Source: an optimization exercise on an open RTL-to-GDS flow (aim: small area, a short achievable clock period and few clock cycles per item). Production flows keep margins and buffers that such runs may drop.
Function was checked by simulation only, so behaviour that the tests miss may differ from the original.
Power and IR drop assume default switching activity.

Setup of the reference run:
## func
module func(
	input clk_i,
	input rst_i,
	input start_i,
	input [7:0] a_i,
	input [7:0] b_i,
	input change_mode,
	output [1:0] busy_o,
	output [15:0] y_o
);
==> flow/config.mk <==
export PLATFORM = sky130hd
export DESIGN_NAME = func
export DESIGN_NICKNAME = func
export VERILOG_FILES = /design/flow/design.v
export SDC_FILE = /design/flow/constraint.sdc
export NUM_CORES = 4
export LEC_CHECK = 0
export CAP_MARGIN = 20
export CORE_MARGIN = 2
export CORE_UTILIZATION = 50
export PLACE_DENSITY = 0.65
export SETUP_SLACK_MARGIN = 1.5
export SLEW_MARGIN = 20
export SYNTH_HIERARCHICAL = 1
export SYNTH_MINIMUM_KEEP_SIZE = 0
==> flow/constraint.sdc <==
create_clock -name core_clock -period 5.0 [get_ports {clk_i}]
set_input_delay 1.0000 -clock core_clock [delete_from_list [all_inputs] [get_ports {clk_i}]]
set_output_delay 1.0000 -clock core_clock [all_outputs]
set_load 0.01 [all_outputs]
standard.sh (not shown) runs the stock make flow with config.mk's settings and CLKGATE_MAP_FILE= SYNTH_SCRIPT=/design/flow/synth_recipe.tcl, a recipe that flattens the netlist after the stock synthesis.
==> flow/flow/run.sh <==
#!/bin/bash
# The standard layout (standard.sh), with plain buffers on the ports in
# place of ORFS's delay cells: buf_2 on the outputs (global placement's own
# buffer_ports step), buf_1 on the inputs (added by flow/inbuf.tcl at the start
# of the resize step, after global placement has removed synthesis buffers).
set -euo pipefail
here=$(pwd)
bash standard.sh \
  "BUFFER_PORTS_ARGS=-outputs -buffer_cell sky130_fd_sc_hd__buf_2" \
  "PRE_RESIZE_TCL=$here/flow/inbuf.tcl" \
  finish > "$here/standard_flow.log" 2>&1
==> flow/flow/inbuf.tcl <==
# a buffer on every input port but the clock, as ORFS's buffer_ports does
buffer_ports -inputs -buffer_cell sky130_fd_sc_hd__buf_1
Testbench counts of the reference run, summed over its fixed seeds: cycles 3,200, items 1,600.
--- input diff the reference run..the trial run ---
Settings: PLACE_DENSITY: 0.65 -> 0.8; CORE_UTILIZATION: 50 -> 72.
A critical path launch point of a[1] is what the reference run shows, while row1[8] belongs to the trial run.
| switching portion of total power | lower: the trial run |
In the metrics for the trial run and the reference run, the one carrying the higher layout-stage area growth over the synthesis result is the reference run.
From the trial run to the reference run, synthesized-area fraction occupied by ao, oa, aoi and oai cells did not move at all.
The run with more routed wire is the reference run, not the trial run.
The trial run finished every stage and its layout cleared the timing, design-rule and antenna checks.
Final period demand of the worst path: the trial run vs the reference run — no meaningful difference
Against the reference run, the trial run comes in 7.2% higher on average vias per placed instance.

========
== run 1 ==
func, a different RTL version from the one above (not shown whole).
Size in the first run: about 590 cells after synthesis, roughly 57 flip-flops, about 5100 µm² of cells after synthesis.
make LEC_CHECK=0 CAP_MARGIN=20 CORE_MARGIN=2 CORE_UTILIZATION=40 SETUP_SLACK_MARGIN=2.2 SLEW_MARGIN=20 finish   # period 5.0 ns
run.sh (not shown) runs the stock make flow with config.mk's settings and CLKGATE_MAP_FILE= SYNTH_SCRIPT=/design/flow/synth_recipe.tcl, a recipe that flattens the netlist after the stock synthesis.
Stock flow here: none of the scripts above is used.
Testbench counts of run 1, summed over its fixed seeds: cycles 3,200, items 1,600.
Input changes introduced in run 2 (baseline for comparison: run 1):
- setting PLACE_DENSITY to 0.75 for the first time
- changing SETUP_SLACK_MARGIN from 2.2 to 1.5
- changing CORE_UTILIZATION from 40 to 65
[summary]
Run 2 vs. run 1: via-per-instance ratio shows an increase of about 12%, maximum frequency shows an increase of about 1.1%, die area shows a reduction of about 37%. Across both runs, total wirelength of the detailed-routed design was lower for run 2 than for run 1. Run 2 reports a lower post-CTS setup repair buffer count than run 1 does. Per the comparison of run 2 with run 1, sum of routed wire segments on met1 -960 µm, initial core utilization +26 points, sum of buffers and inverters on the critical path -1. Power shrinks by more than 10% when moving from run 1 to run 2. Re overall via count from detail_route: run 1 was higher than run 2.
--- input diff run 2..run 3 ---
- CTS_CLUSTER_DIAMETER newly set to 100
- CTS_CLUSTER_SIZE newly set to 30
- CTS_BUF_LIST newly set to sky130_fd_sc_hd__clkbuf_8
### Flow results
- As far as met3 layer wire length in the routed design goes, run 2 and run 3 are indistinguishable; the numbers are identical.
- Re total wire length: no difference whatsoever between run 3 and run 2.
- From run 3 to run 2, critical path depth in cells did not move at all.
- Going from run 2 to run 3, register share of the cell area flat; hold slack flat; post-synthesis register bit count flat.
- As far as setup slack goes, run 3 and run 2 are indistinguishable; the numbers are identical.
- On area of the mapped netlist, run 3 tracks run 2 almost exactly.
- As far as area taken by flip-flops and latches is concerned, run 3 and run 2 perform about the same.
Inputs modified between run 3 and run 4:
- PLACE_DENSITY removed (was 0.75)
- CORE_UTILIZATION changed from 65 to 40
[summary]
When run 4 is measured against run 3, its global-route wire length before repair turns out about 2.2% lower. [run 4 vs run 3] cell count: higher in run 4. Power in combinational cells ends up higher on run 3. Worst-case hold slack, run 3 and run 4, higher one = run 4. [diff] worst setup slack, run 4 relative to run 3: regression. In run 4, net count reported at finish is lower than in run 3. Run 4 vs run 3: global placement routability congestion down in run 4. Looking at number of global-route vias before repair, run 4 sits about 1.4% lower than run 3 does. Count of plain and timing-repair buffers for run 4 is lower than for run 3. Wire length came out lower on run 4 than on run 3. Number of tap instances was lower in the run labelled run 3.

## port drivers added, routing unchanged
Ports are ideal in the flow. The routed layouts listed here were re-timed in OpenROAD. Step 1 (the two cells are an assumption about what drives the block):
set clk [get_ports {clk_i}]
set_driving_cell -lib_cell sky130_fd_sc_hd__clkbuf_16 $clk
set_driving_cell -lib_cell sky130_fd_sc_hd__buf_2 [delete_from_list [all_inputs] $clk]
Step 2 moves the port delays by t, midway between the first and last clock arrival at a register: inputs arrive t later, outputs are due t later. That takes back most of the time a late clock gives input paths. Slacks: ideal / step 1 / step 2; pairs: ideal / step 1.
run	shift t [ns]	setup slack, ns	hold WS [ns]
the reference run	0.346	1.603 / 1.603 / 1.603	0.561 / 0.561 / 0.561
the trial run	0.333	1.605 / 1.572 / 1.633	0.548 / 0.548 / 0.548
run 1	0.366	1.272 / 1.234 / 1.600	0.540 / 0.540 / 0.540
run 2	0.371	1.312 / 1.275 / 1.522	0.499 / 0.499 / 0.499
run 3	0.371	1.312 / 1.275 / 1.522	0.499 / 0.499 / 0.499
run 4	0.375	1.256 / 1.223 / 1.598	0.522 / 0.522 / 0.522
After both steps every run listed still meets setup and hold.
